Context: an optimization exercise on an open-source flow, tuned for small area. The choices shown serve that exercise and are no tape-out recipe. In this exercise RTL edits were held to simulation tests only and were not proved equivalent to the original. Power is estimated from default activity; no workload was simulated. No driver is modelled on the clock port, so clocking that relies on it looks cheaper here than on a real chip.

Design adc_processing, start of the top module:
module adc_processing #(
    parameter int SCALING_FACTOR = 310866,
    parameter int SHIFT_FACTOR   = 19,
    parameter int NEGATIVE_FACTOR = 12
) (
    input  logic        clk,
    input  logic        reset,
    input  logic        ready,
    input  logic [15:0] data,
    output logic [15:0] ave_data,
    output logic [15:0] scaled_adc_data
);
For scale: roughly 51 I/O pins.
clock: 10.0 ns
lec_check: 0
cap_margin: 20
core_margin: 2
core_utilization: 70
place_density: 0.8
slew_margin: 20
standard.sh (not shown) runs the stock make flow with config.mk's settings and CLKGATE_MAP_FILE= SYNTH_SCRIPT=/design/flow/synth_recipe.tcl, a recipe that flattens the netlist after the stock synthesis.
==> flow/flow/run.sh <==
#!/bin/bash
# Standard layout (the standard.sh), except that:
#  - clock tree synthesis inserts no dummy loads and clusters up to 35
#    flip-flops within 80 um per leaf clkbuf_16;
#  - the port buffers are buf_1 cells.
set -euo pipefail
export CTS_ARGS="-sink_clustering_enable -repair_clock_nets -dont_use_dummy_load -buf_list sky130_fd_sc_hd__clkbuf_16 -sink_clustering_size 35 -sink_clustering_max_diameter 80"
export BUFFER_PORTS_ARGS="-buffer_cell sky130_fd_sc_hd__buf_1"
bash standard.sh > standard.log 2>&1
The baseline completed without violations.
Then changed:
==> flow/flow/run.sh (replaced) <==
#!/bin/bash
# Standard layout (the standard.sh), except that:
#  - clock tree synthesis inserts no dummy loads and clusters up to 35
#    flip-flops within 60 um per leaf clkbuf_16;
#  - the port buffers are buf_1 cells.
set -euo pipefail
export CTS_ARGS="-sink_clustering_enable -repair_clock_nets -dont_use_dummy_load -buf_list sky130_fd_sc_hd__clkbuf_16 -sink_clustering_size 35 -sink_clustering_max_diameter 60"
export BUFFER_PORTS_ARGS="-buffer_cell sky130_fd_sc_hd__buf_1"
bash standard.sh > standard.log 2>&1
The new run went through all stages and came out clean.
Via count barely changes.
Synthesized area does not change.
Power rises by a few percent.
Wire length climbs slightly.
Flip-flop and latch count is unchanged.
Clock power is higher by roughly a tenth.
First-iteration DRC count drops slightly.
Die area is unchanged.
Global-route usage increases by 0.22 points.
Sequential share of layout area came out lower by 0.42 points.
Then changed:
==> flow/flow/run.sh (replaced) <==
#!/bin/bash
# Standard layout (the standard.sh), except that:
#  - clock tree synthesis inserts no dummy loads and clusters up to 35
#    flip-flops within 80 um per leaf clkbuf_16;
#  - the port buffers are buf_1 cells.
set -euo pipefail
export CTS_ARGS="-sink_clustering_enable -repair_clock_nets -dont_use_dummy_load -buf_list sky130_fd_sc_hd__clkbuf_16 -sink_clustering_size 35 -sink_clustering_max_diameter 80"
export BUFFER_PORTS_ARGS="-buffer_cell sky130_fd_sc_hd__buf_1"
bash standard.sh > standard.log 2>&1
- CORE_UTILIZATION: 70 -> 60
- PLACE_DENSITY: 0.8 -> 0.7
Global-route usage falls by 3.6 points.
Wire length decreases by 3.3%.
Sequential power barely changes.
Synthesized cell count stays the same.
Power drops by 1.9%.
Die area grows by about 17%.
Worst hold slack stays flat.
Synthesized area is unchanged.

---

## job 101
adc_processing again, from the RTL that the note above started with.
==> flow/design.v (excerpt) <==
module adc_processing #(
    parameter int SCALING_FACTOR = 310866,
    parameter int SHIFT_FACTOR   = 19,
    parameter int NEGATIVE_FACTOR = 12
) (
    input  logic        clk,
    input  logic        reset,
    input  logic        ready,
    input  logic [15:0] data,
    output logic [15:0] ave_data,
    output logic [15:0] scaled_adc_data
);
Settings: LEC_CHECK=0, CAP_MARGIN=5, CORE_MARGIN=2, CORE_UTILIZATION=70, PLACE_DENSITY=0.8, SLEW_MARGIN=5; clock period 10.0 ns.
==> flow/flow/run.sh <==
#!/bin/bash
# Standard layout (the standard.sh), except that:
#  - clock tree synthesis inserts no dummy loads and clusters up to 32
#    flip-flops within 80 um per leaf buf_12;
#  - the port buffers are buf_1 cells.
set -euo pipefail
export CTS_ARGS="-sink_clustering_enable -repair_clock_nets -dont_use_dummy_load -buf_list sky130_fd_sc_hd__buf_12 -sink_clustering_size 32 -sink_clustering_max_diameter 80"
export BUFFER_PORTS_ARGS="-buffer_cell sky130_fd_sc_hd__buf_1"
bash standard.sh > standard.log 2>&1
> inputs changed (job 101 -> job 102)
==> flow/flow/run.sh <==
#!/bin/bash
# Standard layout (the standard.sh), except that:
#  - clock tree synthesis inserts no dummy loads and clusters up to 35
#    flip-flops within 80 um per leaf clkbuf_16;
#  - the port buffers are buf_1 cells.
set -euo pipefail
export CTS_ARGS="-sink_clustering_enable -repair_clock_nets -dont_use_dummy_load -buf_list sky130_fd_sc_hd__clkbuf_16 -sink_clustering_size 35 -sink_clustering_max_diameter 80"
export BUFFER_PORTS_ARGS="-buffer_cell sky130_fd_sc_hd__buf_1"
bash standard.sh > standard.log 2>&1
==> run notes <==
In the metrics for job 101 and job 102, the one carrying the lower highest achievable clock rate is job 102.
Compared with job 101, job 102 shows post-route worst hold slack lower by 0.014 ns.
Portion of the clock cycle consumed by the worst path in the final layout (lower): job 101
Compared job 102 against job 101; met1 track demand over resource in global routing within noise.
Going from job 101 to job 102, area growth from synthesis to layout went up by 0.41 points; number of fillers in the final layout went down by about 0.7%; global routing usage summed across all routing layers was more or less identical; post-route total power went up by 0.094 mW.

---

adc_processing, a different RTL version from the one above (not shown whole).
Size in the first run: ~4200 flip-flops, roughly 51 I/O pins, about 130000 um^2 of cells after synthesis.
export LEC_CHECK = 0
export CAP_MARGIN = 20
export CORE_MARGIN = 2
export CORE_UTILIZATION = 80
export CTS_BUF_LIST = sky130_fd_sc_hd__clkbuf_8
export CTS_CLUSTER_DIAMETER = 40
export CTS_CLUSTER_SIZE = 18
export PLACE_DENSITY = 0.88
export SLEW_MARGIN = 20
create_clock -name core_clock -period 10.0 [get_ports {clk}]
run.sh (not shown) runs the stock make flow with config.mk's settings and CLKGATE_MAP_FILE= SYNTH_SCRIPT=/design/flow/synth_recipe.tcl, a recipe that flattens the netlist after the stock synthesis.
Stock flow here: none of the scripts above is used.
The starting point went through all stages and came out clean.
==> next run, changes <==
--- a/flow/config.mk
+++ b/flow/config.mk
@@ -9,7 +9,7 @@
 export CORE_MARGIN = 2
-export CORE_UTILIZATION = 80
-export CTS_BUF_LIST = sky130_fd_sc_hd__clkbuf_8
-export CTS_CLUSTER_DIAMETER = 40
-export CTS_CLUSTER_SIZE = 18
-export PLACE_DENSITY = 0.88
+export CORE_UTILIZATION = 70
+export CTS_BUF_LIST = sky130_fd_sc_hd__clkbuf_16
+export CTS_CLUSTER_DIAMETER = 55
+export CTS_CLUSTER_SIZE = 32
+export PLACE_DENSITY = 0.8
 export SLEW_MARGIN = 20
After rerunning: The changed run went through all stages and came out clean; design area is lower by 0.43%; total power shrinks by 2.1%; via count shrinks by 6.2%; die area goes up by 14%; setup slack loses 80 ps; synthesized cell count is unchanged; wire length is lower by 14%; global-route usage went down by 7.3 points.
==> next run, changes <==
--- a/flow/config.mk
+++ b/flow/config.mk
@@ -11,4 +11,4 @@
 export CTS_BUF_LIST = sky130_fd_sc_hd__clkbuf_16
-export CTS_CLUSTER_DIAMETER = 55
-export CTS_CLUSTER_SIZE = 32
+export CTS_CLUSTER_DIAMETER = 50
+export CTS_CLUSTER_SIZE = 25
 export PLACE_DENSITY = 0.8
What happened: The changed run went through all stages and came out clean. Total power increases by a few percent. Final area increases slightly. Via count increases slightly. Wire length increases slightly.
==> next run, changes <==
==> flow/flow/run.sh (new file) <==
#!/bin/bash
# Standard layout, except that clock tree synthesis inserts no dummy loads
# and clusters up to 30 flip-flops per leaf buffer.
set -euo pipefail
export CTS_ARGS="-sink_clustering_enable -repair_clock_nets -dont_use_dummy_load -buf_list sky130_fd_sc_hd__clkbuf_16 -sink_clustering_size 30 -sink_clustering_max_diameter 50"
bash standard.sh > standard.log 2>&1
==> flow/standard.sh (new file) <==
#!/bin/bash
# synth_recipe.tcl (not shown) runs the flow's synth.tcl, then flattens the netlist and writes it again
# the make line also repeats each setting of config.mk as NAME=value (left out here)
make -C /OpenROAD-flow-scripts/flow DESIGN_CONFIG=/design/flow/config.mk WORK_HOME=/design/flow/orfs CLKGATE_MAP_FILE= SYNTH_SCRIPT=/design/flow/synth_recipe.tcl "${@:-finish}"
--- a/flow/config.mk
+++ b/flow/config.mk
@@ -10,5 +10,2 @@
 export CORE_UTILIZATION = 70
-export CTS_BUF_LIST = sky130_fd_sc_hd__clkbuf_16
-export CTS_CLUSTER_DIAMETER = 50
-export CTS_CLUSTER_SIZE = 25
 export PLACE_DENSITY = 0.8
removed: flow/run.sh
=> The new run completed with no timing, DRC or antenna violations; final cell count goes down by 1.6%; total power goes down by 5.5%; routed wire length goes down by 1.2%; area after synthesis stays the same; clock skew goes up by 67 ps.

---

== run A ==
RTL: one of the versions met above, not the one the previous note started from.
Size in the first run: ~9900 cells after synthesis, about 4200 flip-flops, ~130000 um2 of cells after synthesis.
==> flow/config.mk <==
export PLATFORM = sky130hd
export DESIGN_NAME = adc_processing
export DESIGN_NICKNAME = adc_processing
export VERILOG_FILES = /design/flow/design.v
export SDC_FILE = /design/flow/constraint.sdc
export NUM_CORES = 4
export LEC_CHECK = 0
export CAP_MARGIN = 5
export CORE_MARGIN = 2
export CORE_UTILIZATION = 70
export PLACE_DENSITY = 0.8
export SLEW_MARGIN = 5
==> flow/constraint.sdc <==
create_clock -name core_clock -period 10.0 [get_ports {clk}]
set_input_delay 2.0000 -clock core_clock [delete_from_list [all_inputs] [get_ports {clk}]]
set_output_delay 2.0000 -clock core_clock [all_outputs]
set_load 0.01 [all_outputs]
standard.sh (not shown) runs the stock make flow with config.mk's settings and CLKGATE_MAP_FILE= SYNTH_SCRIPT=/design/flow/synth_recipe.tcl, a recipe that flattens the netlist after the stock synthesis.
==> flow/flow/run.sh <==
#!/bin/bash
# Standard layout (the standard.sh), except that:
#  - clock tree synthesis inserts no dummy loads and clusters up to 33
#    flip-flops within 80 um per leaf buf_12;
#  - the port buffers are buf_1 cells.
set -euo pipefail
export CTS_ARGS="-sink_clustering_enable -repair_clock_nets -dont_use_dummy_load -buf_list sky130_fd_sc_hd__buf_12 -sink_clustering_size 33 -sink_clustering_max_diameter 80"
export BUFFER_PORTS_ARGS="-buffer_cell sky130_fd_sc_hd__buf_1"
bash standard.sh > standard.log 2>&1
The inputs of run B differ from those of run A as listed below.
Settings: changing CORE_UTILIZATION from 70 to 75; changing PLACE_DENSITY from 0.8 to 0.85.
==> flow/flow/run.sh <==
#!/bin/bash
# Standard layout (the standard.sh), except that:
#  - clock tree synthesis inserts no dummy loads and clusters up to 32
#    flip-flops within 80 um per leaf buf_12;
#  - the port buffers are buf_1 cells.
set -euo pipefail
export CTS_ARGS="-sink_clustering_enable -repair_clock_nets -dont_use_dummy_load -buf_list sky130_fd_sc_hd__buf_12 -sink_clustering_size 32 -sink_clustering_max_diameter 80"
export BUFFER_PORTS_ARGS="-buffer_cell sky130_fd_sc_hd__buf_1"
bash standard.sh > standard.log 2>&1
[summary]
- Across run B and run A, the outcome is the same: a clean finish for every run.
- Compared run A against run B; sequential cell area share within noise.
- Total clock buffers created by CTS: run B > run A
- Looking at final worst-path cycle share, run B sits 0.74 points higher than run A does.
## Diff of input files: run C against run B
Settings: CORE_UTILIZATION now 70, was 75; PLACE_DENSITY now 0.8, was 0.85.
==> flow/flow/run.sh <==
#!/bin/bash
# Standard layout (the standard.sh), except that:
#  - clock tree synthesis inserts no dummy loads and clusters up to 30
#    flip-flops within 80 um per leaf buf_12;
#  - the port buffers are buf_1 cells.
set -euo pipefail
export CTS_ARGS="-sink_clustering_enable -repair_clock_nets -dont_use_dummy_load -buf_list sky130_fd_sc_hd__buf_12 -sink_clustering_size 30 -sink_clustering_max_diameter 80"
export BUFFER_PORTS_ARGS="-buffer_cell sky130_fd_sc_hd__buf_1"
bash standard.sh > standard.log 2>&1
==> run notes <==
Run C ends up with higher required time at the endpoint of the critical path than run B does. Area added between synthesis and finish sits higher in run C than in run B. NOTE: longest individual stage delay on the worst path in run C falls short of that of run B. The lower number of non-clock buffers of run C and run B is in run C.

---

Another version of the RTL of adc_processing (not shown whole).
Size in the first run: ~51 I/O pins, ~0.13 mm2 of cells after synthesis.
export LEC_CHECK = 0
export CAP_MARGIN = 5
export CORE_MARGIN = 2
export CORE_UTILIZATION = 70
export PLACE_DENSITY = 0.8
export SLEW_MARGIN = 5
export SYNTH_HIERARCHICAL = 1
create_clock -name core_clock -period 10.0 [get_ports {clk}]
==> flow/flow/run.sh <==
#!/bin/bash
# Standard layout (the standard.sh), except that:
#  - clock tree synthesis inserts no dummy loads and clusters up to 33
#    flip-flops within 80 um per leaf buf_12;
#  - the port buffers are buf_1 cells.
set -euo pipefail
export CTS_ARGS="-sink_clustering_enable -repair_clock_nets -dont_use_dummy_load -buf_list sky130_fd_sc_hd__buf_12 -sink_clustering_size 33 -sink_clustering_max_diameter 80"
export BUFFER_PORTS_ARGS="-buffer_cell sky130_fd_sc_hd__buf_1"
bash standard.sh > standard.log 2>&1
Then changed:
==> flow/flow/run.sh (replaced) <==
#!/bin/bash
# Standard layout (the standard.sh), except that:
#  - clock tree synthesis inserts no dummy loads and clusters up to 32
#    flip-flops within 80 um per leaf buf_12;
#  - the port buffers are buf_1 cells.
set -euo pipefail
export CTS_ARGS="-sink_clustering_enable -repair_clock_nets -dont_use_dummy_load -buf_list sky130_fd_sc_hd__buf_12 -sink_clustering_size 32 -sink_clustering_max_diameter 80"
export BUFFER_PORTS_ARGS="-buffer_cell sky130_fd_sc_hd__buf_1"
bash standard.sh > standard.log 2>&1
Outcome: The new run went through all stages and came out clean. Sequential power stays flat. Global-route usage hardly moves. Count of clock-buffer cells in the layout increases by 3. Area after synthesis stays the same. Power hardly moves. Design area barely changes. Routed wire length hardly moves. Utilization stays flat. Worst hold slack loses 22 ps.

port drivers added, routing unchanged:
Ports are ideal in the flow. The routed layouts listed here were re-timed in OpenROAD. Step 1 assumes that a clkbuf_16 drives the clock port and a buf_2 every other input. Step 2 moves the port delays by t, midway between the first and last clock arrival at a register: inputs arrive t later, outputs are due t later. That takes back most of the time a late clock gives input paths. Slacks: no drivers / after step 1 / after step 2; pairs: no drivers / after step 1.
run | t (ns) | setup WS [ns] | worst hold slack (ns) | worst setup path after step 2
the first run of note 1 | 0.871 | 3.263 / 3.329 / 2.459 | 0.411 / 0.411 / 0.411 | input to register
the second run of note 1 | 0.903 | 3.330 / 3.389 / 2.485 | 0.409 / 0.409 / 0.409 | input to register
the third run of note 1 | 0.877 | 3.336 / 3.395 / 2.518 | 0.407 / 0.407 / 0.407 | input to register
job 101 | 0.851 | 3.290 / 3.347 / 2.495 | 0.426 / 0.426 / 0.426 | input to register
job 102 | 0.857 | 3.263 / 3.316 / 2.459 | 0.413 / 0.413 / 0.413 | input to register
the first run of note 3 | 1.135 | 4.841 / 4.841 / 4.478 | 0.405 / 0.405 / 0.405 | input to register
the second run of note 3 | 0.944 | 4.760 / 4.760 / 4.371 | 0.453 / 0.453 / 0.453 | input to register
the third run of note 3 | 0.968 | 4.786 / 4.786 / 4.363 | 0.459 / 0.459 / 0.459 | input to register
the fourth run of note 3 | 0.922 | 4.727 / 4.727 / 4.310 | 0.415 / 0.415 / 0.415 | input to register
run A | 0.828 | 3.251 / 3.309 / 2.481 | 0.428 / 0.428 / 0.428 | input to register
run B | 0.826 | 3.177 / 3.177 / 2.472 | 0.408 / 0.408 / 0.408 | input to register
run C | 0.849 | 3.288 / 3.347 / 2.498 | 0.435 / 0.435 / 0.435 | input to register
the first run of note 5 | 0.829 | 0.814 / 0.814 / 0.814 | 0.425 / 0.425 / 0.425 | register to register
the second run of note 5 | 0.826 | 0.812 / 0.812 / 0.812 | 0.403 / 0.403 / 0.403 | register to register
After both steps setup and hold are still met in every run listed. The setup slack of the second run of note 1, which loses most, moves by +0.059 ns with the drivers and by -0.845 ns with both steps.
